Background: an optimization exercise with open tools, aiming at a short achievable clock period and few clock cycles. Do not read the settings as production practice.
At most, simulation tests tie the RTL to the original design; equivalence was not proved.
The RTL of runs 1 and 2 was laid out without a check of its function.
Power figures rest on the tool's default switching activity, not on a simulated workload.

**flow/design.v**
```verilog
module pc_adder(a,b,c);
  input [31:0]a,b;
  output [31:0]c;
  assign c=a+b;
endmodule
module ALU(A,B,Result,ALUControl,OverFlow,Carry,Zero,Negative);
    input [31:0]A,B;
    input [2:0]ALUControl;
    output Carry,OverFlow,Zero,Negative;
    output [31:0]Result;
    wire Cout;
    wire [31:0]Sum;
    assign {Cout,Sum} = (ALUControl[0] == 1'b0) ? A + B :
                                          (A + ((~B)+1)) ;
    assign Result = (ALUControl == 3'b000) ? Sum :
                    (ALUControl == 3'b001) ? Sum :
                    (ALUControl == 3'b010) ? A & B :
                    (ALUControl == 3'b011) ? A | B :
                    (ALUControl == 3'b101) ? {{31{1'b0}},(Sum[31])} : {32{1'b0}};
    assign OverFlow = ((Sum[31] ^ A[31]) & 
                      (~(ALUControl[0] ^ B[31] ^ A[31])) &
                      (~ALUControl[1]));
    assign Carry = ((~ALUControl[1]) & Cout);
    assign Zero = &(~Result);
    assign Negative = Result[31];
endmodule
module alu_decoder (ALUOp,op,ALUControl,Funct3,Funct7);
  input [6:0] op,Funct7;
  input [1:0]ALUOp;
  input [2:0]Funct3;
  output [2:0] ALUControl;
  wire [1:0] concat;
  assign concat = {op[5],Funct7[5]};
  assign ALUControl = 
     (ALUOp == 2'b00) ? 3'b000:
     (ALUOp == 2'b01) ? 3'b001:
    ((ALUOp == 2'b10) & (Funct3 == 3'b010)) ? 3'b101 :
    ((ALUOp == 2'b10) & (Funct3 == 3'b110)) ? 3'b011 :
    ((ALUOp == 2'b10) & (Funct3 == 3'b111)) ? 3'b010 :
    ((ALUOp == 2'b10) & (Funct3 == 3'b000) & (concat == 2'b11)) ? 3'b001 :
    ((ALUOp == 2'b10) & (Funct3 == 3'b000) & (concat != 2'b11)) ? 3'b000 :3'b000;
    endmodule
module and_gate (a,b,c);
  input a,b;
  output c;
  assign c = a & b;
endmodule
module Main_Decoder(op,RegWrite,ImmSrc,ALUSrc,MemWrite,ResultSrc,Branch,ALUOp,PCSrc,Zero);
  input Zero;
  input [6:0]op;
    output RegWrite,ALUSrc,MemWrite,ResultSrc,Branch,PCSrc;
    output [1:0]ImmSrc,ALUOp;
  assign RegWrite = ((op == 7'b0000011) | (op  == 7'b0110011)) |(op == 7'b0010011) ? 1'b1 : 1'b0 ;
 assign MemWrite = (op == 7'b0100011) ? 1'b1 : 1'b0 ;
  assign ALUSrc = ((op == 7'b0000011) | (op  == 7'b0100011) | (op  == 7'b0010011)) ? 1'b1 : 1'b0 ;
 assign Branch = (op == 7'b1100011) ? 1'b1 : 1'b0 ;
 assign ResultSrc = (op == 7'b0000011) ? 1'b1 : 1'b0 ;
  assign ImmSrc = (op == 7'b0100011) ? 2'b01 : (op == 7'b1100011) ? 2'b10 : (op == 7'b0000011) | (op == 7'b0010011) ? 2'b00 :2'b00 ;
  assign ALUOp = (op == 7'b0110011) | (op == 7'b0010011) ? 2'b10 : (op == 7'b1100011) ? 2'b01 : 2'b00;
  assign  PCSrc = Zero & Branch;
  endmodule
module control_unit(op,RegWrite,ImmSrc,ALUSrc,MemWrite,ResultSrc,Branch,PCSrc,Zero,ALUControl,Funct3,Funct7);
  input [6:0]op,Funct7;
                    input Zero;
  input [2:0]Funct3;
    output RegWrite,ALUSrc,MemWrite,ResultSrc,Branch,PCSrc;
    output [1:0]ImmSrc;
    output [2:0]ALUControl;
 wire [1:0]ALUOp;
 Main_Decoder main_dec(.op(op)
             ,.RegWrite(RegWrite)
             ,.ImmSrc(ImmSrc)
             ,.ALUSrc(ALUSrc)
             ,.MemWrite(MemWrite)
             ,.ResultSrc(ResultSrc)
             ,.Branch(Branch)
             ,.ALUOp(ALUOp)
             ,.PCSrc(PCSrc)
             ,.Zero(Zero));
alu_decoder alu_dec (.ALUOp(ALUOp)
             ,.op(op)
             ,.ALUControl(ALUControl)
             ,.Funct3(Funct3)
             ,.Funct7(Funct7));                    
endmodule
module MUX (a,b,c,s);
  input [31:0]a,b;
  input s;
  output [31:0]c;
  assign c = (~s) ? a : b;
endmodule
module Program_Counter(clk,reset,pc_next,pc_out);
  input clk,reset;
  input [31:0] pc_next;
  output reg [31:0] pc_out;
  always @(posedge clk) begin
    if(reset) begin
      pc_out<=32'b0;
    end
    else begin
    pc_out<=pc_next;
    end
  end
endmodule
module register_file(clk,reset,A1,A2,A3,WD3,WE3,RD1,RD2);
  input [4:0] A1,A2,A3;
  input clk,reset,WE3;
  input [31:0] WD3;
  output [31:0] RD1,RD2;
  reg [31:0] Reg [31:0];
  always@(posedge clk) begin
    if(WE3 && (A3 != 5'd0)) begin
        Reg[A3] <= WD3;
      end
  end
  assign RD1 = (reset || (A1 == 5'd0)) ? 32'b0 : Reg[A1];
  assign RD2 = (reset || (A2 == 5'd0)) ? 32'b0 : Reg[A2];
endmodule
module sign_extend(in,out,ImmSrc);
  input [31:0] in;
  input [1:0] ImmSrc;
  output [31:0] out;
  assign out = (ImmSrc == 2'b00 ) ? {{20{in[31]}},in[31:20]} :( ImmSrc == 2'b01) ? {{20{in[31]}},in[31:25],in[11:7]}: 
    (ImmSrc == 2'b10) ? {{20{in[31]}},in[7],in[30:25],in[11:8],1'b0} :
    ({20{in[31:0]}});
endmodule
module top(clk,reset,imem_addr,imem_rdata,dmem_addr,dmem_wdata,dmem_we,dmem_rdata);
  input clk,reset;
  output [31:0] imem_addr;
  input [31:0] imem_rdata;
  output [31:0] dmem_addr;
  output [31:0] dmem_wdata;
  output dmem_we;
  input [31:0] dmem_rdata;
  localparam NBTB = 4;
  function [31:0] ks_add;
    input [31:0] x, y;
    input cin;
    reg [31:0] p, g, pp, gg, ng, np;
    integer i, l, d;
    begin
      p = x ^ y;
      g = x & y;
      gg = g;
      gg[0] = g[0] | (p[0] & cin);
      pp = p;
      for (l = 0; l < 5; l = l + 1) begin
        d = 1 << l;
        ng = gg; np = pp;
        for (i = 0; i < 32; i = i + 1)
          if (i >= d) begin
            ng[i] = gg[i] | (pp[i] & gg[i-d]);
            np[i] = pp[i] & pp[i-d];
          end
        gg = ng; pp = np;
      end
      ks_add = p ^ {gg[30:0], cin};
    end
  endfunction
  reg [31:0] pc_f;
  reg        x_valid, x_pred;
  reg [31:0] x_ir, x_ra, x_rb, x_imm, x_btgt, x_pc, x_pc4;
  reg        x_isr, x_isi, x_islw, x_issw, x_isbr, x_rseq, x_rdnz;
  reg [4:0]  x_sel;                        
  reg        x_am, x_aw, x_az, x_bm, x_bw, x_bz;
  reg        m_rw, m_load, m_we;
  reg [4:0]  m_rd;
  reg [31:0] m_res, m_wdata;
  reg        w_rw, w_load;
  reg [4:0]  w_rd;
  reg [31:0] w_res, w_ld;
  reg        z_rw;
  reg [4:0]  z_rd;
  reg [31:0] z_val;
  reg [31:0] rf [1:31];
  reg [NBTB-1:0] btb_v;
  reg [31:0] btb_pc  [0:NBTB-1];
  reg [31:0] btb_tgt [0:NBTB-1];
  reg [$clog2(NBTB)-1:0] btb_ptr;
  assign imem_addr  = pc_f;
  assign dmem_addr  = m_res;
  assign dmem_wdata = m_wdata;
  assign dmem_we    = m_we;
  wire [4:0] rs1 = x_ir[19:15];
  wire [4:0] rs2 = x_ir[24:20];
  wire [4:0] rd  = x_ir[11:7];
  wire pm1 = x_am & m_load;               
  wire pm2 = x_bm & m_load;
  wire fm1 = x_am & ~m_load;
  wire fm2 = x_bm & ~m_load;
  wire fwl1 = ~x_am & x_aw & w_load;
  wire fwl2 = ~x_bm & x_bw & w_load;
  wire fwr1 = ~x_am & x_aw & ~w_load;
  wire fwr2 = ~x_bm & x_bw & ~w_load;
  wire fz1 = ~x_am & ~x_aw & x_az;
  wire fz2 = ~x_bm & ~x_bw & x_bz;
  wire fr1 = ~x_am & ~x_aw & ~x_az;
  wire fr2 = ~x_bm & ~x_bw & ~x_bz;
  wire [31:0] a = ({32{pm1}} & dmem_rdata) | ({32{fm1}} & m_res) | ({32{fwl1}} & w_ld) | ({32{fwr1}} & w_res) |
                  ({32{fz1}} & z_val) | ({32{fr1}} & x_ra);
  wire [31:0] b = ({32{pm2}} & dmem_rdata) | ({32{fm2}} & m_res) | ({32{fwl2}} & w_ld) | ({32{fwr2}} & w_res) |
                  ({32{fz2}} & z_val) | ({32{fr2}} & x_rb);
  wire [31:0] opb = x_isr ? b : x_imm;
  wire stall = 1'b0;
  wire go    = x_valid;
  wire [31:0] sum_add = ks_add(a, opb, 1'b0);
  wire [31:0] sum_sub = ks_add(a, ~opb, 1'b1);
  wire [31:0] res = ({32{x_sel[0]}} & sum_add) | ({32{x_sel[1]}} & sum_sub) |
                    {31'd0, x_sel[2] & sum_sub[31]} |
                    ({32{x_sel[3]}} & (a | opb)) | ({32{x_sel[4]}} & (a & opb));
  wire taken    = x_isbr & (a == b);
  wire redirect = go & (taken ^ x_pred);
  wire [31:0] redir_pc = taken ? x_btgt : x_pc4;
  wire [31:0] w_val = w_load ? w_ld : w_res;
  wire [31:0] fi = imem_rdata;
  wire [6:0]  fop = fi[6:0];
  wire [2:0]  ff3 = fi[14:12];
  wire [4:0]  frs1 = fi[19:15];
  wire [4:0]  frs2 = fi[24:20];
  wire f_isr  = (fop == 7'b0110011);
  wire f_isi  = (fop == 7'b0010011);
  wire f_islw = (fop == 7'b0000011);
  wire f_issw = (fop == 7'b0100011);
  wire f_isbr = (fop == 7'b1100011);
  wire f_alu  = f_isr | f_isi;
  wire [4:0] f_sel;
  assign f_sel[2] = f_alu & (ff3 == 3'b010);
  assign f_sel[3] = f_alu & (ff3 == 3'b110);
  assign f_sel[4] = f_alu & (ff3 == 3'b111);
  assign f_sel[1] = f_isr & (ff3 == 3'b000) & fi[30];
  assign f_sel[0] = ~(f_sel[1] | f_sel[2] | f_sel[3] | f_sel[4]);
  wire [31:0] f_imm = f_issw ? {{20{fi[31]}}, fi[31:25], fi[11:7]}
                             : {{20{fi[31]}}, fi[31:20]};
  wire [31:0] f_immb = {{20{fi[31]}}, fi[7], fi[30:25], fi[11:8], 1'b0};
  function [31:0] rdreg(input [4:0] ad);
    rdreg = (ad == 5'd0) ? 32'd0 : rf[ad];
  endfunction
  wire [31:0] f_ra = rdreg(frs1);
  wire [31:0] f_rb = rdreg(frs2);
  wire nm_rw = go & (x_isr | x_isi | x_islw) & x_rdnz;
  wire [31:0] f_stgt = ks_add(pc_f, f_immb, 1'b0);
  wire [31:0] f_pc4  = pc_f + 32'd4;
  wire f_spred = f_isbr & ((frs1 == frs2) | fi[31]);
  reg hit;
  reg [31:0] hit_tgt;
  integer k;
  always @* begin
    hit = 1'b0; hit_tgt = 32'd0;
    for (k = 0; k < NBTB; k = k + 1)
      if (btb_v[k] && btb_pc[k] == pc_f) begin hit = 1'b1; hit_tgt = btb_tgt[k]; end
  end
  wire f_pred = hit | f_spred;
  wire [31:0] f_next = hit ? hit_tgt : f_spred ? f_stgt : f_pc4;
  reg xhit;
  reg [$clog2(NBTB)-1:0] xidx;
  always @* begin
    xhit = 1'b0; xidx = 0;
    for (k = 0; k < NBTB; k = k + 1)
      if (btb_v[k] && btb_pc[k] == x_pc) begin xhit = 1'b1; xidx = k; end
  end
  wire btb_ins = go & x_isbr & taken & ~xhit & ~x_pred;
  always @(posedge clk) begin
    if (reset) begin
      pc_f <= 32'd0;
      x_valid <= 1'b0; x_pred <= 1'b0;
      m_rw <= 1'b0; m_load <= 1'b0; m_we <= 1'b0;
      w_rw <= 1'b0; w_load <= 1'b0;
      z_rw <= 1'b0;
      btb_v <= 0; btb_ptr <= 0;
    end else begin
      if (redirect) begin
        pc_f <= redir_pc;
        x_valid <= 1'b0; x_pred <= 1'b0;
      end else if (!stall) begin
        pc_f <= f_next;
        x_valid <= 1'b1; x_pred <= f_pred;
      end
      m_rw   <= nm_rw;
      m_load <= go & x_islw;
      m_we   <= go & x_issw;
      w_rw   <= m_rw; w_load <= m_load;
      z_rw   <= w_rw;
      if (btb_ins) begin
        btb_v[btb_ptr] <= 1'b1;
        btb_ptr <= btb_ptr + 1'b1;
      end else if (go & x_isbr & ~taken & xhit) begin
        btb_v[xidx] <= 1'b0;
      end
    end
    if (stall) begin
      x_ra <= a; x_rb <= b;
      x_am <= 1'b0;
      x_aw <= m_rw & (m_rd == rs1);
      x_az <= w_rw & (w_rd == rs1);
      x_bm <= 1'b0;
      x_bw <= m_rw & (m_rd == rs2);
      x_bz <= w_rw & (w_rd == rs2);
    end else begin
      x_ir <= fi; x_pc <= pc_f; x_pc4 <= f_pc4; x_btgt <= f_stgt;
      x_ra <= f_ra; x_rb <= f_rb; x_imm <= f_imm;
      x_isr <= f_isr; x_isi <= f_isi; x_islw <= f_islw; x_issw <= f_issw; x_isbr <= f_isbr;
      x_rseq <= (frs1 == frs2); x_rdnz <= (fi[11:7] != 5'd0);
      x_sel <= f_sel;
      x_am <= nm_rw & (rd == frs1);
      x_aw <= m_rw & (m_rd == frs1);
      x_az <= w_rw & (w_rd == frs1);
      x_bm <= nm_rw & (rd == frs2);
      x_bw <= m_rw & (m_rd == frs2);
      x_bz <= w_rw & (w_rd == frs2);
    end
    m_rd <= rd; m_res <= res;
    m_wdata <= b;
    w_rd <= m_rd; w_res <= m_res; w_ld <= dmem_rdata;
    z_rd <= w_rd; z_val <= w_val;
    if (btb_ins) begin
      btb_pc[btb_ptr] <= x_pc;
      btb_tgt[btb_ptr] <= x_btgt;
    end
    if (w_rw) rf[w_rd] <= w_val;
  end
endmodule
```
**flow/flow/run.sh**
```bash
#!/bin/bash
set -uo pipefail
bash standard.sh SETUP_SLACK_MARGIN=8.6 finish > flow_standard.log 2>&1
```
**flow/standard.sh**
```bash
#!/bin/bash
# synth_recipe.tcl (not shown) runs the flow's synth.tcl, then flattens the netlist and writes it again
# the make line also repeats each setting of config.mk as NAME=value (left out here)
make -C /OpenROAD-flow-scripts/flow DESIGN_CONFIG=/design/flow/config.mk WORK_HOME=/design/flow/orfs CLKGATE_MAP_FILE= SYNTH_SCRIPT=/design/flow/synth_recipe.tcl "${@:-finish}"
```
**flow/config.mk**
```make
export PLATFORM = sky130hd
export DESIGN_NAME = top
export DESIGN_NICKNAME = top
export VERILOG_FILES = /design/flow/design.v
export SDC_FILE = /design/flow/constraint.sdc
export NUM_CORES = 4
export LEC_CHECK = 0
export ABC_CLOCK_PERIOD_IN_PS = 3000
export CAP_MARGIN = 20
export CORE_MARGIN = 2
export CORE_UTILIZATION = 40
export SLEW_MARGIN = 20
```
**flow/constraint.sdc**
```tcl
create_clock -name core_clock -period 12.0 [get_ports {clk}]
set_input_delay 2.4000 -clock core_clock [delete_from_list [all_inputs] [get_ports {clk}]]
set_output_delay 2.4000 -clock core_clock [all_outputs]
set_load 0.01 [all_outputs]
```
==> notes.md, run 1 <==
status complete, no violations; CP Launch Type input pin; Clock Path Buffers 3; # Max-Cap Violations 0; dominant cells by area after synthesis edfxtp_1, mux4_2, dfxtp_1; Max H-tree Level 4; Setup Viol. Count Final 0; gr usage total 28.5%; Post-DP HPWL roughly 160,000 µm; initial antenna violation count 19; Hold Path End w_res[18]$_DFF_P_; Max stage delay on crit path 0.51 ns; cts hold-fix bufs 0; Worst setup EP type flip-flop; Setup WS pre-CTS 4.93 ns; reg2reg setup slack approximately 7.1 ns; Hold Path Depth 0; Worst Tran Pin Value around 1.2 ns; CP Data Required Time between 10 and 15 ns; Post-DRT Antenna Nets 0; Final Hold Violating Endpoints 0; routability congestion estimate from global placement 0.914; core area approximately 190,000 µm²; Die Y-Extent approximately 450 µm; count of flip-flops with a built-in enable after synthesis 1,244; Layout area overhead 29.6%; vias post-DR 54,400; Synthesized Nets between 5,000 and 6,000; WS Path Type input pin to flip-flop; first-pass detailed-route iteration total 7; Initial DRC Count 7,154; Port Buffers about 160; setup TNS 0 ns; RSZ-0062 raised after global routing yes; CTS clk-pin slew, worst paths around 0.060 ns; global-route wire length before repair around 400,000 µm; pin count of the biggest net entering global routing 50; most common cell after layout, fill and taps aside edfxtp_1; CTS tree built; Die Area slightly below 200,000 µm²; f_max 0.196 GHz; Sequential Area 45,700 µm²; post-synth top area share a little under half; CP cell instances clkdlybuf4s50_1 > mux2_2 > mux2i_4 > a21oi_2 > inv_1 > ha_1 > a21oi_1 > o311ai_2 > a221oi_2 > o31ai_4 > buf_6 > a211oi_4 > nor3_2 > or4b_4 > nand3_1; Slowest cell on crit path or4b_4; Tot Pwr between 10 and 15 mW; GRT overflow 0; Slew headroom between 15 and 20%; clock root buffer clkbuf_16; clk_skew 0.0880 ns; CTS sink count 1,650; WL final slightly below 300,000 µm; FF-to-FF path depth 13; Max Fanout on Critical Path 5; Synth Cell Area around 78,000 µm²; Main synth FF type edfxtp_1; wire per inst ~34 µm; Die X 445 µm; PwrDens between 100 and 150 nW/µm²; Nets approximately 6,000; Multi-input gate area about 35,000 µm²; syn_area_per_cell between 10 and 15 µm²; Peak VDD IR between 100 and 150 µV; Initial Utilization about 40%; fin crit period 5.10 ns; Hold Startpoint m_res[18]$_DFF_P_; CP arrival between 5 and 6 ns; reg2reg end m_res[28]$_DFF_P_; RR Startpoint w_load$_SDFF_PP0_; commonest non-fill, non-tap cells in the layout edfxtp_1, mux4_2, buf_4; cell area after layout between 100,000 and 150,000 µm²; fin crit share between 40% and 50%; synthesized flop and latch total approximately 1,700; Post-Synthesis Cells roughly 5,300; DRC 0; LEAKAGE 35.2 nW; fin. max-slew vios 0; sequential share of the synthesized area approximately three fifths; fin cells ~8,600; placed cell count slightly below 8,000; Worst-Skew Late Latency between 0.8 and 0.9 ns; Placed Area about 84,000 µm²; Yosys cell types 85; biggest area consumer among synthesized cells edfxtp_1; TritonCTS buffer count roughly 180; row cnt between 150 and 200; worst hold-check path type flip-flop to flip-flop; Syn. warnings 1; fillers between 15,000 and 20,000; setup ws final between 6 and 7 ns; share of layout cells above drive strength 1 ~38%; Ports approximately 160; ys async rst share 0%; post-DR vias/cell 6.32; vias in the first global route ~53,000
-- report_power, final --
group / switching (mW) / internal, mW
logic: 1.41 / 0.986
registers: 0.146 / 6.60
clock network: 2.40 / 3.17
-- worst max-delay path: cells and delay by family --
| kind | cells | cell delay (ns) |
|---|---|---|
| fa+ha+maj | 1 | 0.28 |
| mux | 2 | 0.33 |
| buf+inv | 3 | 0.73 |
| compound gates | 6 | 1.45 |
| simple gates | 3 | 0.69 |
-- registers in the layout, summed over array words and instances, names as in the netlist, 32 cells and up --
signal   count
rf         992
btb_pc     128
btb_tgt    124
m_res       32
m_wdata     32
pc_f        32
w_ld        32
w_res       32
x_pc4       32
x_ra        32
x_rb        32
z_val       32
-- Yosys cell counts (all sizes together) (18+ instances only) --
library cell and instances:
mux4 444, nand4 47, o21ai 157, a2111oi 21
dfxtp 406, a222oi 24, nor3 121, edfxtp 1244
a21o 29, o21bai 20, nor4 80, buf 102
a211oi 44, xor2 203, a221oi 141, ha 132
mux2i 324, o211ai 21, xnor2 176, nor2 229
mux2 142, and2 18, and3 26, clkbuf 273
nand2 153, nand3 60, a31oi 19, inv 178
nand2b 22, o221ai 53, nor2b 48, a21oi 171
-- metal layers --
layer | global-route usage (%) | vias to the layer above | routed length, µm
li1 | - | 22300 | -
met1 | 38.4 | 28100 | 112000
met2 | 44.6 | 3372 | 134000
met3 | 5.81 | 654 | 30500
met4 | 12.5 | 10 | 14600
met5 | 0 | - | 72
-- kinds of logic (layout without fill, tap and decap cells) --
kind of cell | count (synthesis) | after routing | synth area share [%]
AO/OA/AOI/OAI | 835 | 835 | 7.68
XOR/XNOR | 379 | 379 | 4.26
adder cells (fa/ha/maj) | 135 | 135 | 2.20
buffers and inverters | 555 | 1277 | 2.81
flip-flops | 1650 | 1650 | 58.4
multiplexers | 910 | 913 | 19.0
other | 0 | 2 | 0
AND/OR/NAND/NOR | 872 | 877 | 5.64
-- stage by stage --
step                util, %  hold WS, ns
floorplan                 -        0.350
global placement       43.4        0.364
finish                 52.0        0.380
global route           52.0        0.383
detailed placement     43.4        0.363
CTS                    50.5        0.375
-- repair_timing --
| item | CTS | global route |
|---|---|---|
| buffers inserted | 292 | 99 |
| resized for setup | 1359 | 276 |
| setup endpoints to repair | 512 | 506 |
| pin swaps | 176 | 164 |
| gates cloned | 79 | 26 |
-- layout make-up --
type | count | share of cell area (%)
Clock inverter | 88 | 1.08
Clock buffer | 237 | 4.79
Antenna cell | 2 | 0.00495
Sequential cell | 1650 | 45.3
Tap cell | 2542 | 3.15
Timing Repair Buffer | 772 | 10.0
Inverter | 180 | 0.672
Multi-Input combinational cell | 3139 | 35.0
-- worst max-delay path by stage --
stage	slack [ns]	endpoint	from	cells after the start
5_1_grt	6.79	m_res[0]$_DFF_P_	dmem_rdata[16]	18
2_1_floorplan	6.12	btb_pc[1][0]$_DFFE_PP_	dmem_rdata[19]	8
4_1_cts	6.88	m_res[28]$_DFF_P_	dmem_rdata[23]	12
3_3_place_gp	5.07	pc_f[22]$_SDFF_PP0_	dmem_rdata[19]	11
6_report	6.90	m_res[0]$_DFF_P_	dmem_rdata[13]	15
3_5_place_dp	4.93	pc_f[23]$_SDFF_PP0_	dmem_rdata[19]	11
==> run 2, diff against run 1 <==
--- a/flow/design.v
+++ b/flow/design.v
@@ -163,9 +163,10 @@
   reg        x_isr, x_isi, x_islw, x_issw, x_isbr, x_rseq, x_rdnz;
   reg [4:0]  x_sel;                        
   reg        x_am, x_aw, x_az, x_bm, x_bw, x_bz;
-  reg        m_rw, m_load, m_we;
+  reg        m_rw, m_load, m_we, m_late, m_pa, m_pb;
+  reg [4:0]  m_sel;
   reg [4:0]  m_rd;
-  reg [31:0] m_res, m_wdata;
+  reg [31:0] m_res, m_wdata, m_a, m_b;
   reg        w_rw, w_load;
   reg [4:0]  w_rd;
   reg [31:0] w_res, w_ld;
@@ -184,10 +185,11 @@
   wire [4:0] rs1 = x_ir[19:15];
   wire [4:0] rs2 = x_ir[24:20];
   wire [4:0] rd  = x_ir[11:7];
-  wire pm1 = x_am & m_load;               
-  wire pm2 = x_bm & m_load;
-  wire fm1 = x_am & ~m_load;
-  wire fm2 = x_bm & ~m_load;
+  wire m_pend = m_load | m_late;          
+  wire pm1 = x_am & m_pend;
+  wire pm2 = x_bm & m_pend;
+  wire fm1 = x_am & ~m_pend;
+  wire fm2 = x_bm & ~m_pend;
   wire fwl1 = ~x_am & x_aw & w_load;
   wire fwl2 = ~x_bm & x_bw & w_load;
   wire fwr1 = ~x_am & x_aw & ~w_load;
@@ -196,13 +198,15 @@
   wire fz2 = ~x_bm & ~x_bw & x_bz;
   wire fr1 = ~x_am & ~x_aw & ~x_az;
   wire fr2 = ~x_bm & ~x_bw & ~x_bz;
-  wire [31:0] a = ({32{pm1}} & dmem_rdata) | ({32{fm1}} & m_res) | ({32{fwl1}} & w_ld) | ({32{fwr1}} & w_res) |
+  wire [31:0] a = ({32{fm1}} & m_res) | ({32{fwl1}} & w_ld) | ({32{fwr1}} & w_res) |
                   ({32{fz1}} & z_val) | ({32{fr1}} & x_ra);
-  wire [31:0] b = ({32{pm2}} & dmem_rdata) | ({32{fm2}} & m_res) | ({32{fwl2}} & w_ld) | ({32{fwr2}} & w_res) |
+  wire [31:0] b = ({32{fm2}} & m_res) | ({32{fwl2}} & w_ld) | ({32{fwr2}} & w_res) |
                   ({32{fz2}} & z_val) | ({32{fr2}} & x_rb);
   wire [31:0] opb = x_isr ? b : x_imm;
-  wire stall = 1'b0;
-  wire go    = x_valid;
+  wire late  = x_valid & (x_isr | x_isi) & (pm1 | (x_isr & pm2));
+  wire stall = x_valid & (((x_islw | x_issw) & pm1) |
+                          (x_isbr & (pm1 | pm2) & ~x_rseq));
+  wire go    = x_valid & ~stall;
   wire [31:0] sum_add = ks_add(a, opb, 1'b0);
   wire [31:0] sum_sub = ks_add(a, ~opb, 1'b1);
   wire [31:0] res = ({32{x_sel[0]}} & sum_add) | ({32{x_sel[1]}} & sum_sub) |
@@ -212,6 +216,13 @@
   wire redirect = go & (taken ^ x_pred);
   wire [31:0] redir_pc = taken ? x_btgt : x_pc4;
   wire [31:0] w_val = w_load ? w_ld : w_res;
+  wire [31:0] la = m_pa ? w_val : m_a;
+  wire [31:0] lb = m_pb ? w_val : m_b;
+  wire [31:0] lsum_add = ks_add(la, lb, 1'b0);
+  wire [31:0] lsum_sub = ks_add(la, ~lb, 1'b1);
+  wire [31:0] lres = ({32{m_sel[0]}} & lsum_add) | ({32{m_sel[1]}} & lsum_sub) |
+                     {31'd0, m_sel[2] & lsum_sub[31]} |
+                     ({32{m_sel[3]}} & (la | lb)) | ({32{m_sel[4]}} & (la & lb));
   wire [31:0] fi = imem_rdata;
   wire [6:0]  fop = fi[6:0];
   wire [2:0]  ff3 = fi[14:12];
@@ -263,7 +274,7 @@
     if (reset) begin
       pc_f <= 32'd0;
       x_valid <= 1'b0; x_pred <= 1'b0;
-      m_rw <= 1'b0; m_load <= 1'b0; m_we <= 1'b0;
+      m_rw <= 1'b0; m_load <= 1'b0; m_we <= 1'b0; m_late <= 1'b0;
       w_rw <= 1'b0; w_load <= 1'b0;
       z_rw <= 1'b0;
       btb_v <= 0; btb_ptr <= 0;
@@ -278,6 +289,7 @@
       m_rw   <= nm_rw;
       m_load <= go & x_islw;
       m_we   <= go & x_issw;
+      m_late <= late;
       w_rw   <= m_rw; w_load <= m_load;
       z_rw   <= w_rw;
       if (btb_ins) begin
@@ -309,8 +321,9 @@
       x_bz <= w_rw & (w_rd == frs2);
     end
     m_rd <= rd; m_res <= res;
-    m_wdata <= b;
-    w_rd <= m_rd; w_res <= m_res; w_ld <= dmem_rdata;
+    m_wdata <= pm2 ? (m_load ? dmem_rdata : lres) : b;
+    m_a <= a; m_b <= opb; m_pa <= pm1; m_pb <= x_isr & pm2; m_sel <= x_sel;
+    w_rd <= m_rd; w_res <= m_late ? lres : m_res; w_ld <= dmem_rdata;
     z_rd <= w_rd; z_val <= w_val;
     if (btb_ins) begin
       btb_pc[btb_ptr] <= x_pc;
==> notes.md, run 2 <==
Clock Path Buffers 3 (unchanged); fin crit period 4.63 ns (-0.467 ns); synthesized flop and latch total 1,733 (+5.0%); clk_skew 0.0956 ns (+0.00760 ns); LEAKAGE 41.6 nW (+18%); f_max 0.216 GHz (+10%); post-DR vias/cell 6.41 (+1.4%); Die Area 221,000 µm² (+12%); wire per inst 33.1 µm (-2.2%); Port Buffers 162 (unchanged); Layout area overhead 31.0%; top post-synthesis cells by count edfxtp_1, a21oi_1, mux4_2, nor2_1, dfxtp_1; clock root buffer clkbuf_16; count of flip-flops with a built-in enable after synthesis 1,376 (+11%); sequential share of the synthesized area 55.7% (-2.7 points); CP arrival 5.19 ns (-0.70 ns); fin cells 10,400 (+21%); PwrDens 143 nW/µm² (-1.5%); CTS sink count 1,733 (+5.0%); routability congestion estimate from global placement 0.922 (+0.95%); WS Path Type flip-flop to flip-flop; placed cell count 9,213 (+18%); Slew headroom 16.2% (-0.029 points); Yosys cell types 99 (+16%); RSZ-0062 raised after global routing yes; Post-Synthesis Cells 6,498 (+22%); Post-DRT Antenna Nets 0 (unchanged); Main synth FF type edfxtp_1; Max H-tree Level 4 (unchanged); Worst-Skew Late Latency 0.88 ns (+0.02 ns); vias post-DR 66,600 (+22%); CTS tree built; CP Launch Type flip-flop; gr usage total 29.6% (+1.2 points); WL final 343,000 µm (+18%); dominant cells by area after synthesis edfxtp_1, mux4_2, dfxtp_1; Placed Area 93,100 µm² (+11%); Worst setup EP type flip-flop; setup TNS 0 ns (unchanged); commonest non-fill, non-tap cells in the layout edfxtp_1, buf_4, mux4_2; vias in the first global route 63,300 (+20%); global-route wire length before repair 472,000 µm (+18%); Die X 470 µm (+5.6%); Peak VDD IR 165 µV (+16%); fin. max-slew vios 0 (unchanged); Initial DRC Count 10,100 (+41%); ys async rst share 0% (unchanged); Nets 7,668 (+25%); Worst Tran Pin Value 1.26 ns (+0.0108 ns); Syn. warnings 1 (unchanged); Ports 163 (unchanged); most instantiated library cell after synthesis edfxtp_1; core area 217,000 µm² (+12%); Max Fanout on Critical Path 7 (+2); Initial Utilization 40.1% (about the same); biggest area consumer among synthesized cells edfxtp_1; pin count of the biggest net entering global routing 65 (+30%); Post-DP HPWL 187,000 µm (+18%); fin crit share 38.6% (-3.9 points); Synth Cell Area 87,000 µm² (+12%); cell area after layout 114,000 µm² (+13%); Final Hold Violating Endpoints 0 (unchanged); share of layout cells above drive strength 1 37.0% (-0.87 points); Synthesized Nets 6,797 (+23%); Die Y-Extent 470 µm (+5.6%); most common cell after layout, fill and taps aside edfxtp_1; first-pass detailed-route iteration total 8 (+1); largest reg by FF count rf; DRC 0 (unchanged); max reg flops 992 (unchanged); GRT overflow 0 (unchanged); CP Data Required Time 12.56 ns (-0.23 ns); TritonCTS buffer count 185 (+5.1%); # Max-Cap Violations 0 (unchanged); worst hold-check path type flip-flop to flip-flop; status complete, no violations; syn_area_per_cell 13.4 µm² (-8.3%); CTS clk-pin slew, worst paths 0.06 ns (about the same); cts hold-fix bufs 0 (unchanged); Setup Viol. Count Final 0 (unchanged); post-synth top area share 47.5% (-0.45 points); Largest regs rf: 992 flops, btb_pc: 128 flops, btb_tgt: 124 flops; initial antenna violation count 11 (-8); row cnt 171 (+5.6%)
==> run 2: worst paths after layout <==
path                      from                 endpoint  slack, ns  depth (start not counted)
max reg2reg  w_load$_SDFF_PP0_  btb_tgt[0][6]$_DFFE_PP_       7.37                         22
max          w_load$_SDFF_PP0_  btb_tgt[0][6]$_DFFE_PP_       7.37                         22
min            m_rd[1]$_DFF_P_          w_rd[1]$_DFF_P_       0.41                          0
min reg2reg    m_rd[1]$_DFF_P_          w_rd[1]$_DFF_P_       0.41                          0
==> run 2: area by class of cell <==
type                       count  area, µm²
sequential                  1733      48700
clock inverter                89        903
tap                         2854       3570
timing repair inverter        12       86.3
multi-input combinational   4057      41600
inverter                     278       1300
clock buffer                 251       5010
fill                       17500     103000
timing repair buffer        1102      12800
antenna                        1       2.50
==> run 2: per-stage QoR <==
| stage | util [%] | hold slack (ns) | power, mW | setup WS [ns] |
|---|---|---|---|---|
| after floorplan | - | 0.346 | 8.61 | 7.05 |
| after global placement | 42.9 | 0.404 | 9.48 | 5.41 |
| after detailed placement | 42.9 | 0.390 | 9.52 | 5.18 |
| after CTS | 50.7 | 0.404 | 15.9 | 7.33 |
| after global routing | 52.6 | 0.425 | 16.7 | 7.20 |
| final | 52.6 | 0.408 | 16.3 | 7.37 |
==> run 2: what timing repair did <==
action | CTS | global route
setup endpoints to repair | 710 | 570
resized for setup | 1569 | 468
setup buffers | 509 | 197
cloned | 93 | 23
pin swaps | 273 | 324
==> run 2: routing by layer <==
layer	up-vias	part of all wire (%)	global-route usage [%]	routed length, µm
met5	-	0.0035	0	12
met4	2	5.0	13.0	17300
met3	892	12	7.86	41700
met2	4591	45	46.0	155000
met1	34000	38	39.1	129000
li1	27100	-	-	-
==> run 2: kinds of logic after synthesis <==
family          Yosys count  share of synthesized area [%]
flops                  1733                           55.7
compound gates         1461                           11.2
simple gates           1078                           6.02
mux                     851                           16.3
buf+inv                 739                           3.36
xor+xnor                403                           4.06
fa+ha+maj               233                           3.38
==> run 2: power by group <==
part           switching (mW)  internal, mW  leakage (nW)
sequential              0.173          6.96          15.7
clock                    2.52          3.14          2.88
combinational            2.07          1.49          23.0
==> run 2: worst max-delay path, cell delays in order, from the launching register on <==
cell and delay [ns]:
dfxtp_4 0.40, buf_12 0.18, buf_8 0.15, mux2i_4 0.25, buf_12 0.14, buf_12 0.13, inv_16 0.03, a222oi_1 0.34
buf_4 0.19, buf_6 0.08, buf_6 0.08, buf_6 0.08, xor2_2 0.07, nor4_2 0.36, nand4_1 0.21, nor4_4 0.30
buf_6 0.19, nand2_8 0.07, nor3_4 0.27, buf_6 0.14, and3_4 0.24, and2_4 0.23, buf_12 0.17
==> run 3, diff against run 2 <==
--- a/flow/design.v
+++ b/flow/design.v
@@ -133,6 +133,7 @@
   output dmem_we;
   input [31:0] dmem_rdata;
   localparam NBTB = 4;
+  localparam BTBW = 2;                     
   function [31:0] ks_add;
     input [31:0] x, y;
     input cin;
@@ -177,7 +178,7 @@
   reg [NBTB-1:0] btb_v;
   reg [31:0] btb_pc  [0:NBTB-1];
   reg [31:0] btb_tgt [0:NBTB-1];
-  reg [$clog2(NBTB)-1:0] btb_ptr;
+  reg [BTBW-1:0] btb_ptr;
   assign imem_addr  = pc_f;
   assign dmem_addr  = m_res;
   assign dmem_wdata = m_wdata;
@@ -263,7 +264,7 @@
   wire f_pred = hit | f_spred;
   wire [31:0] f_next = hit ? hit_tgt : f_spred ? f_stgt : f_pc4;
   reg xhit;
-  reg [$clog2(NBTB)-1:0] xidx;
+  reg [BTBW-1:0] xidx;
   always @* begin
     xhit = 1'b0; xidx = 0;
     for (k = 0; k < NBTB; k = k + 1)
==> notes.md, run 3 <==
status complete, no violations; Post-Synthesis Cells 6,498 (unchanged); GRT overflow 0 (unchanged); setup TNS 0 ns (unchanged); largest reg by FF count rf; Sw Ratio 29.1% (unchanged); reg2reg end btb_tgt[0][6]$_DFFE_PP_; core area 217,000 µm² (unchanged); pin count of the biggest net entering global routing 65 (unchanged); fin. max-slew vios 0 (unchanged); reg2reg setup slack 7.37 ns (about the same); # Max-Cap Violations 0 (unchanged); Ports 163 (unchanged); met1 GRT Util 39.1% (unchanged); dominant cells by area after synthesis edfxtp_1, mux4_2, dfxtp_1; Post-DP HPWL 187,000 µm (unchanged); sequential share of power 43.7% (about the same); RSZ-0062 raised after global routing yes; Syn. warnings 1 (unchanged); Largest regs rf: 992 flops, btb_pc: 128 flops, btb_tgt: 124 flops; Max H-tree Level 4 (unchanged); Post-DRT Antenna Nets 0 (unchanged); clk_skew 0.0956 ns (unchanged); gr usage total 29.6% (unchanged); post-synth top area share 47.5% (unchanged); top post-synthesis cells by count edfxtp_1, a21oi_1, mux4_2, nor2_1, dfxtp_1; Clock Path Buffers 3 (unchanged); GR Util met3 7.86% (unchanged); f_max 0.216 GHz (unchanged); Die Y-Extent 470 µm (unchanged); Initial Utilization 40.1% (unchanged); Slew headroom 16.2% (unchanged); routability congestion estimate from global placement 0.922 (unchanged); share of layout cells above drive strength 1 37.0% (unchanged); Int Power 11.6 mW (unchanged); Yosys cell types 99 (unchanged); Tot Pwr 16.3 mW (unchanged); WS Path Type flip-flop to flip-flop; CP arrival 5.19 ns (about the same); initial antenna violation count 11 (unchanged); biggest area consumer among synthesized cells edfxtp_1; syn_area_per_cell 13.4 µm² (unchanged); Gate power share 21.7% (about the same); TritonCTS buffer count 185 (unchanged); wire per inst 33.1 µm (unchanged); FF-to-FF path depth 22 (unchanged); vias in the first global route 63,300 (unchanged); Die Area 221,000 µm² (unchanged); most common cell after layout, fill and taps aside edfxtp_1; Peak VDD IR 165 µV (unchanged); fin crit period 4.63 ns (unchanged); Worst setup EP type flip-flop; Synthesized Nets 6,797 (unchanged); RR Startpoint w_load$_SDFF_PP0_; row cnt 171 (unchanged); cell area after layout 114,000 µm² (unchanged); LEAKAGE 41.6 nW (unchanged); worst hold slack 0.408 ns (unchanged); setup ws final 7.37 ns (unchanged); met2 Usage GRT 46.0% (unchanged); max reg flops 992 (unchanged); global-route wire length before repair 472,000 µm (unchanged); fillers 17,500 (unchanged); commonest non-fill, non-tap cells in the layout edfxtp_1, buf_4, mux4_2; DRC 0 (unchanged); Nets 7,668 (unchanged); Placed Area 93,100 µm² (unchanged); count of flip-flops with a built-in enable after synthesis 1,376 (unchanged); ys async rst share 0% (unchanged); Hold Startpoint m_rd[1]$_DFF_P_; worst hold-check path type flip-flop to flip-flop; Synth Cell Area 87,000 µm² (unchanged); Setup Viol. Count Final 0 (unchanged); clock root buffer clkbuf_16; fin cells 10,400 (unchanged); Die X 470 µm (unchanged); Main synth FF type edfxtp_1; Port Buffers 162 (unchanged); Max Fanout on Critical Path 7 (unchanged); CTS tree built; CP Data Required Time 12.56 ns (about the same); Worst-Skew Late Latency 0.88 ns (about the same); Initial DRC Count 10,100 (unchanged); CP Launch Type flip-flop; Layout area overhead 31.0% (unchanged); gr busiest metal met2; P_sw 4.76 mW (unchanged); WL final 343,000 µm (unchanged); PwrDens 143 nW/µm² (unchanged); power share of the clock group 34.6% (about the same); synthesized flop and latch total 1,733 (unchanged); placed cell count 9,213 (unchanged); CTS sink count 1,733 (unchanged); vias post-DR 66,600 (unchanged); Setup WS pre-CTS 5.18 ns (unchanged); Final Hold Violating Endpoints 0 (unchanged); Worst Tran Pin Value 1.26 ns (unchanged); post-DR vias/cell 6.41 (unchanged); sequential share of the synthesized area 55.7% (unchanged); Hold Path End w_rd[1]$_DFF_P_; Final Util 52.6% (unchanged); CTS clk-pin slew, worst paths 0.06 ns (about the same); most instantiated library cell after synthesis edfxtp_1; fin crit share 38.6% (unchanged); Hold Path Depth 0 (unchanged); first-pass detailed-route iteration total 8 (unchanged)
[run 3: cell counts after synthesis]
Identical to the previous run, type by type.
[run 3: worst max-delay path by stage]
stage	startpoint	to	slack, ns
5_1_grt	w_load$_SDFF_PP0_	m_res[31]$_DFF_P_	7.20
3_3_place_gp	w_load$_SDFF_PP0_	btb_tgt[0][26]$_DFFE_PP_	5.41
2_1_floorplan	imem_rdata[8]	pc_f[31]$_SDFFE_PP0P_	7.05
3_5_place_dp	w_load$_SDFF_PP0_	btb_tgt[0][26]$_DFFE_PP_	5.18
4_1_cts	w_load$_SDFF_PP0_	m_wdata[31]$_DFF_P_	7.33
6_report	w_load$_SDFF_PP0_	btb_tgt[0][6]$_DFFE_PP_	7.37
[run 3: power groups by stage]
stage                     combinational, mW  sequential, mW  clock (mW)
final                                  3.55            7.14        5.66
after global routing                   3.68            7.14        5.92
after CTS                              3.13            7.12        5.68
after detailed placement               2.25            7.27           0
after global placement                 2.22            7.26           0
after floorplan                        1.44            7.18           0
[run 3: logic make-up after synthesis]
family | count (synthesis) | share of synthesized area, %
buf+inv | 739 | 3.36
flops | 1733 | 55.7
mux | 851 | 16.3
compound gates | 1461 | 11.2
xor+xnor | 403 | 4.06
fa+ha+maj | 233 | 3.38
simple gates | 1078 | 6.02
[run 3: area by class of cell]
| class | count | area, µm² | share of cell area (%) |
|---|---|---|---|
| antenna | 1 | 2.50 | 0.00220 |
| timing repair inverter | 12 | 86.3 | 0.0758 |
| sequential | 1733 | 48700 | 42.8 |
| clock inverter | 89 | 903 | 0.793 |
| multi-input combinational | 4057 | 41600 | 36.5 |
| timing repair buffer | 1102 | 12800 | 11.2 |
| tap | 2854 | 3570 | 3.13 |
| inverter | 278 | 1300 | 1.14 |
| clock buffer | 251 | 5010 | 4.39 |
[run 3: what timing repair did]
item / CTS / global route
pin swaps: 273 / 324
endpoints found under the setup margin: 710 / 570
buffers inserted: 509 / 197
gates resized for setup: 1569 / 468
gates cloned: 93 / 23
hold buffers: 0 / 0
[run 3: critical path, stage by stage (launching register included)]
cell,delay [ns]
dfxtp_4,0.40
buf_12,0.18
buf_8,0.15
mux2i_4,0.25
buf_12,0.14
buf_12,0.13
inv_16,0.03
a222oi_1,0.34
buf_4,0.19
buf_6,0.08
buf_6,0.08
buf_6,0.08
xor2_2,0.07
nor4_2,0.36
nand4_1,0.21
nor4_4,0.30
buf_6,0.19
nand2_8,0.07
nor3_4,0.27
buf_6,0.14
and3_4,0.24
and2_4,0.23
buf_12,0.17
[run 3: routing by layer]
| metal | routed length (µm) | share of wire [%] | vias up |
|---|---|---|---|
| met5 | 12 | 0.0035 | - |
| met4 | 17300 | 5.0 | 2 |
| met3 | 41700 | 12 | 892 |
| met2 | 155000 | 45 | 4591 |
| met1 | 129000 | 38 | 34000 |
| li1 | - | - | 27100 |
Testbench counts of run 3, summed over its fixed seeds: cycles 155,137.
==> run 4, diff against run 3 <==
--- a/flow/design.v
+++ b/flow/design.v
@@ -168,9 +168,9 @@
   reg [4:0]  m_sel;
   reg [4:0]  m_rd;
   reg [31:0] m_res, m_wdata, m_a, m_b;
-  reg        w_rw, w_load;
+  reg        w_rw;
   reg [4:0]  w_rd;
-  reg [31:0] w_res, w_ld;
+  reg [31:0] w_val;
   reg        z_rw;
   reg [4:0]  z_rd;
   reg [31:0] z_val;
@@ -179,6 +179,9 @@
   reg [31:0] btb_pc  [0:NBTB-1];
   reg [31:0] btb_tgt [0:NBTB-1];
   reg [BTBW-1:0] btb_ptr;
+  reg        bi_ins, bi_rm;                
+  reg [BTBW-1:0] bi_idx;
+  reg [31:0] bi_pc, bi_tgt;
   assign imem_addr  = pc_f;
   assign dmem_addr  = m_res;
   assign dmem_wdata = m_wdata;
@@ -191,17 +194,15 @@
   wire pm2 = x_bm & m_pend;
   wire fm1 = x_am & ~m_pend;
   wire fm2 = x_bm & ~m_pend;
-  wire fwl1 = ~x_am & x_aw & w_load;
-  wire fwl2 = ~x_bm & x_bw & w_load;
-  wire fwr1 = ~x_am & x_aw & ~w_load;
-  wire fwr2 = ~x_bm & x_bw & ~w_load;
+  wire fw1 = ~x_am & x_aw;
+  wire fw2 = ~x_bm & x_bw;
   wire fz1 = ~x_am & ~x_aw & x_az;
   wire fz2 = ~x_bm & ~x_bw & x_bz;
   wire fr1 = ~x_am & ~x_aw & ~x_az;
   wire fr2 = ~x_bm & ~x_bw & ~x_bz;
-  wire [31:0] a = ({32{fm1}} & m_res) | ({32{fwl1}} & w_ld) | ({32{fwr1}} & w_res) |
+  wire [31:0] a = ({32{fm1}} & m_res) | ({32{fw1}} & w_val) |
                   ({32{fz1}} & z_val) | ({32{fr1}} & x_ra);
-  wire [31:0] b = ({32{fm2}} & m_res) | ({32{fwl2}} & w_ld) | ({32{fwr2}} & w_res) |
+  wire [31:0] b = ({32{fm2}} & m_res) | ({32{fw2}} & w_val) |
                   ({32{fz2}} & z_val) | ({32{fr2}} & x_rb);
   wire [31:0] opb = x_isr ? b : x_imm;
   wire late  = x_valid & (x_isr | x_isi) & (pm1 | (x_isr & pm2));
@@ -216,7 +217,6 @@
   wire taken    = x_isbr & (a == b);
   wire redirect = go & (taken ^ x_pred);
   wire [31:0] redir_pc = taken ? x_btgt : x_pc4;
-  wire [31:0] w_val = w_load ? w_ld : w_res;
   wire [31:0] la = m_pa ? w_val : m_a;
   wire [31:0] lb = m_pb ? w_val : m_b;
   wire [31:0] lsum_add = ks_add(la, lb, 1'b0);
@@ -276,9 +276,10 @@
       pc_f <= 32'd0;
       x_valid <= 1'b0; x_pred <= 1'b0;
       m_rw <= 1'b0; m_load <= 1'b0; m_we <= 1'b0; m_late <= 1'b0;
-      w_rw <= 1'b0; w_load <= 1'b0;
+      w_rw <= 1'b0;
       z_rw <= 1'b0;
       btb_v <= 0; btb_ptr <= 0;
+      bi_ins <= 1'b0; bi_rm <= 1'b0;
     end else begin
       if (redirect) begin
         pc_f <= redir_pc;
@@ -291,13 +292,15 @@
       m_load <= go & x_islw;
       m_we   <= go & x_issw;
       m_late <= late;
-      w_rw   <= m_rw; w_load <= m_load;
+      w_rw   <= m_rw;
       z_rw   <= w_rw;
-      if (btb_ins) begin
+      bi_ins <= btb_ins;
+      bi_rm  <= go & x_isbr & ~taken & xhit;
+      if (bi_ins) begin
         btb_v[btb_ptr] <= 1'b1;
         btb_ptr <= btb_ptr + 1'b1;
-      end else if (go & x_isbr & ~taken & xhit) begin
-        btb_v[xidx] <= 1'b0;
+      end else if (bi_rm) begin
+        btb_v[bi_idx] <= 1'b0;
       end
     end
     if (stall) begin
@@ -324,11 +327,13 @@
     m_rd <= rd; m_res <= res;
     m_wdata <= pm2 ? (m_load ? dmem_rdata : lres) : b;
     m_a <= a; m_b <= opb; m_pa <= pm1; m_pb <= x_isr & pm2; m_sel <= x_sel;
-    w_rd <= m_rd; w_res <= m_late ? lres : m_res; w_ld <= dmem_rdata;
+    w_rd <= m_rd;
+    w_val <= m_late ? lres : m_load ? dmem_rdata : m_res;
     z_rd <= w_rd; z_val <= w_val;
-    if (btb_ins) begin
-      btb_pc[btb_ptr] <= x_pc;
-      btb_tgt[btb_ptr] <= x_btgt;
+    bi_idx <= xidx; bi_pc <= x_pc; bi_tgt <= x_btgt;
+    if (bi_ins) begin
+      btb_pc[btb_ptr] <= bi_pc;
+      btb_tgt[btb_ptr] <= bi_tgt;
     end
     if (w_rw) rf[w_rd] <= w_val;
   end
==> notes.md, run 4 <==
status complete, no violations; Synthesized Nets 6,920 (+1.8%); LEAKAGE 41.3 nW (-0.61%); Yosys cell types 105 (+6.1%); CP cell instances buf_12 > mux2i_1 > o21ai_1 > a22oi_2 > a21oi_2 > buf_4 > ha_4 > inv_2 > fa_2 > nor2b_4 > o21ai_2 > a21oi_2 > o2111ai_4 > a21oi_2 > o211ai_1 > a21oi_2 > o211ai_1 > a31o_1 > a22o_1; RR Startpoint x_bz$_DFF_P_; fin cells 10,500 (+1.6%); CTS tree built; commonest non-fill, non-tap cells in the layout edfxtp_1, buf_4, mux4_2; Final Hold Violating Endpoints 0 (unchanged); ys async rst share 0% (unchanged); clk_skew 0.0701 ns (-0.0255 ns); post-synth top area share 46.6% (-0.91 points); fillers 17,800 (+1.7%); most common cell after layout, fill and taps aside edfxtp_1; reg2reg setup slack 7.68 ns (+0.31 ns); sequential share of the synthesized area 55.4% (-0.30 points); core area 220,000 µm² (+1.6%); Synth Cell Area 88,700 µm² (+2.0%); Port Buffers 162 (unchanged); cts hold-fix bufs 0 (unchanged); CTS sink count 1,767 (+2.0%); Largest regs rf: 992 flops, btb_pc: 128 flops, btb_tgt: 124 flops; TritonCTS buffer count 188 (+1.6%); biggest area consumer among synthesized cells edfxtp_1; Tot Pwr 16.8 mW (+2.6%); Main synth FF type edfxtp_1; fin crit period 4.32 ns (-0.314 ns); Hold Startpoint x_btgt[17]$_DFFE_PN_; setup TNS 0 ns (unchanged); fin crit share 36.0% (-2.6 points); placed cell count 9,444 (+2.5%); PwrDens 144 nW/µm² (+0.13%); Peak VDD IR 171 µV (+3.7%); Max H-tree Level 4 (unchanged); Max Fanout on Critical Path 8 (+1); pin count of the biggest net entering global routing 58 (-11%); Slowest cell on crit path dfxtp_4; max reg flops 992 (unchanged); vias post-DR 68,800 (+3.4%); Syn. warnings 1 (unchanged); # Max-Cap Violations 0 (unchanged); Top cell by count, worst path a21oi_2; Ports 163 (unchanged); Top Layer Used met5; wire per inst 35.2 µm (+6.4%); Multi-input gate area 43,200 µm² (+3.8%); WS Path Type flip-flop to flip-flop; reg2reg end m_res[30]$_DFF_P_; Initial Utilization 40.3% (+0.15 points); Die X 475 µm (+0.96%); count of flip-flops with a built-in enable after synthesis 1,376 (unchanged); top post-synthesis cells by count edfxtp_1, mux4_2, a21oi_1, dfxtp_1, mux2i_1; worst hold-check path type flip-flop to flip-flop; row cnt 172 (+0.58%); Die Y-Extent 475 µm (+0.96%); CP Launch Type flip-flop; largest reg by FF count rf; WP buf/inv 3 (-9); fin. max-slew vios 0 (unchanged); Post-DP HPWL 200,000 µm (+6.9%); Hold Path Depth 0 (unchanged); Worst Tran Pin Value 1.11 ns (-0.148 ns); routability congestion estimate from global placement 0.956 (+3.7%); clock root buffer clkbuf_16; first-pass detailed-route iteration total 6 (-2); RSZ-0062 raised after global routing yes; CP arrival 5.07 ns (-0.12 ns); Max stage delay on crit path 0.43 ns (+0.03 ns); share of layout cells above drive strength 1 37.8% (+0.80 points); met2 routed WL 164,000 µm (+5.2%); Hold Path End bi_tgt[17]$_DFF_P_; Post-Synthesis Cells 6,621 (+1.9%); DRC 0 (unchanged); synthesized flop and latch total 1,767 (+2.0%); CP Data Required Time 12.75 ns (+0.19 ns); vias in the first global route 65,400 (+3.4%); Post-DRT Antenna Nets 0 (unchanged); Clock Path Buffers 3 (unchanged); Worst path top cell family by delay compound AO/OA/AOI/OAI gates; post-DR vias/cell 6.53 (+1.8%); CTS clk-pin slew, worst paths 0.07 ns (about the same); Worst setup EP type flip-flop; most instantiated library cell after synthesis edfxtp_1; FF-to-FF path depth 19 (-14%); Nets 7,710 (+0.55%); Slew headroom 25.8% (+9.7 points); Die Area 226,000 µm² (+1.9%); GRT overflow 0 (unchanged); Sequential Area 49,500 µm² (+1.5%); dominant cells by area after synthesis edfxtp_1, mux4_2, dfxtp_1; initial antenna violation count 23 (+12); Worst-Skew Late Latency 0.87 ns (about the same); WL final 371,000 µm (+8.1%); Layout area overhead 31.6%; Setup Viol. Count Final 0 (unchanged); wl on met1 136,000 µm (+5.5%); f_max 0.232 GHz (+7.3%); met3 wire len 45,600 µm (+9.3%); syn_area_per_cell 13.4 µm² (about the same); Initial DRC Count 9,809 (-3.0%); gr usage total 31.6% (+2.0 points); global-route wire length before repair 504,000 µm (+6.8%)
## run 4: worst max path at each step
| stage | from | to | depth (start not counted) |
|---|---|---|---|
| final | x_bz$_DFF_P_ | m_res[30]$_DFF_P_ | 19 |
| after global routing | x_bz$_DFF_P_ | m_res[30]$_DFF_P_ | 19 |
| after CTS | m_pb$_DFF_P_ | m_wdata[28]$_DFF_P_ | 17 |
| after detailed placement | imem_rdata[15] | x_ra[25]$_DFF_P_ | 7 |
| after global placement | imem_rdata[15] | x_ra[25]$_DFF_P_ | 7 |
| after floorplan | imem_rdata[7] | pc_f[22]$_SDFFE_PP0P_ | 12 |
## run 4: power breakdown
| part | total (mW) | switching (mW) | internal (mW) |
|---|---|---|---|
| logic | 3.20 | 1.86 | 1.34 |
| clock network | 6.05 | 2.60 | 3.46 |
| registers | 7.51 | 0.423 | 7.09 |
## run 4: routing by layer
layer  global-route usage, %  vias up
met2                    48.0     5078
met5                       0        -
li1                        -    27500
met3                    8.02     1266
met1                    41.1    35000
met4                    17.9       12
## run 4: cell type report
type	instances	share of cell area [%]
inverter	243	0.854
clock inverter	99	0.997
tap	2958	3.17
antenna	11	0.0236
sequential	1767	42.4
clock buffer	252	4.43
timing repair buffer	1062	11.1
multi-input combinational	4145	37.0
timing repair inverter	4	0.0429
## run 4: kinds of logic after synthesis
logic type | Yosys count | share of synthesized area, %
xor+xnor | 378 | 3.73
flops | 1767 | 55.4
simple gates | 1104 | 6.25
buf+inv | 717 | 3.38
fa+ha+maj | 233 | 3.32
mux | 917 | 16.5
compound gates | 1505 | 11.4
## run 4: per-stage QoR
step / cell area (µm²) / utilization (%) / worst slack [ns] / hold slack, ns
floorplan: 91000 / - / 7.37 / 0.343
global placement: 94800 / 43.1 / 5.38 / 0.347
detailed placement: 94800 / 43.1 / 5.24 / 0.354
CTS: 113000 / 51.4 / 7.94 / 0.370
global route: 117000 / 53.0 / 7.73 / 0.377
finish: 117000 / 53.0 / 7.68 / 0.371
## run 4: timing repair
action | 4_1_cts | 5_1_grt
buffers inserted | 440 | 183
pin swaps | 275 | 264
cloned | 97 | 15
setup endpoints to repair | 370 | 295
gates resized for setup | 1791 | 407
Testbench counts of run 4, summed over its fixed seeds: cycles 155,137.

==> separate check: timing with driven ports <==
How much do the figures lean on ideal ports? The routed layouts below were timed once more, with nothing changed but the port constraints.
Step 1 (the two cells are an assumption about what drives the block):
set clk [get_ports {clk}]
set_driving_cell -lib_cell sky130_fd_sc_hd__clkbuf_16 $clk
set_driving_cell -lib_cell sky130_fd_sc_hd__buf_2 [delete_from_list [all_inputs] $clk]
Step 2, shift: input delay + t, output delay - t, t = (earliest + latest rising clock arrival at the registers) / 2. This alone moves slack from input paths to output paths.
Slacks: ideal / step 1 / step 2; pairs: ideal / step 1.
| run | shift t [ns] | slack for setup (ns) | hold WS [ns] | cell pins on the clock port's net |
|---|---|---|---|---|
| run 1 | 0.899 | 6.901 / 6.929 / 6.030 | 0.380 / 0.380 / 0.380 | 1 |
| run 2 | 0.937 | 7.368 / 7.368 / 6.617 | 0.408 / 0.408 / 0.408 | 1 |
| run 3 | 0.937 | 7.368 / 7.368 / 6.617 | 0.408 / 0.408 / 0.408 | 1 |
| run 4 | 0.931 | 7.683 / 7.683 / 6.957 | 0.371 / 0.371 / 0.371 | 1 |
After both steps setup and hold are still met in every run listed. The setup slack of run 1, which loses most, moves by +0.028 ns with the drivers and by -0.871 ns with both steps.
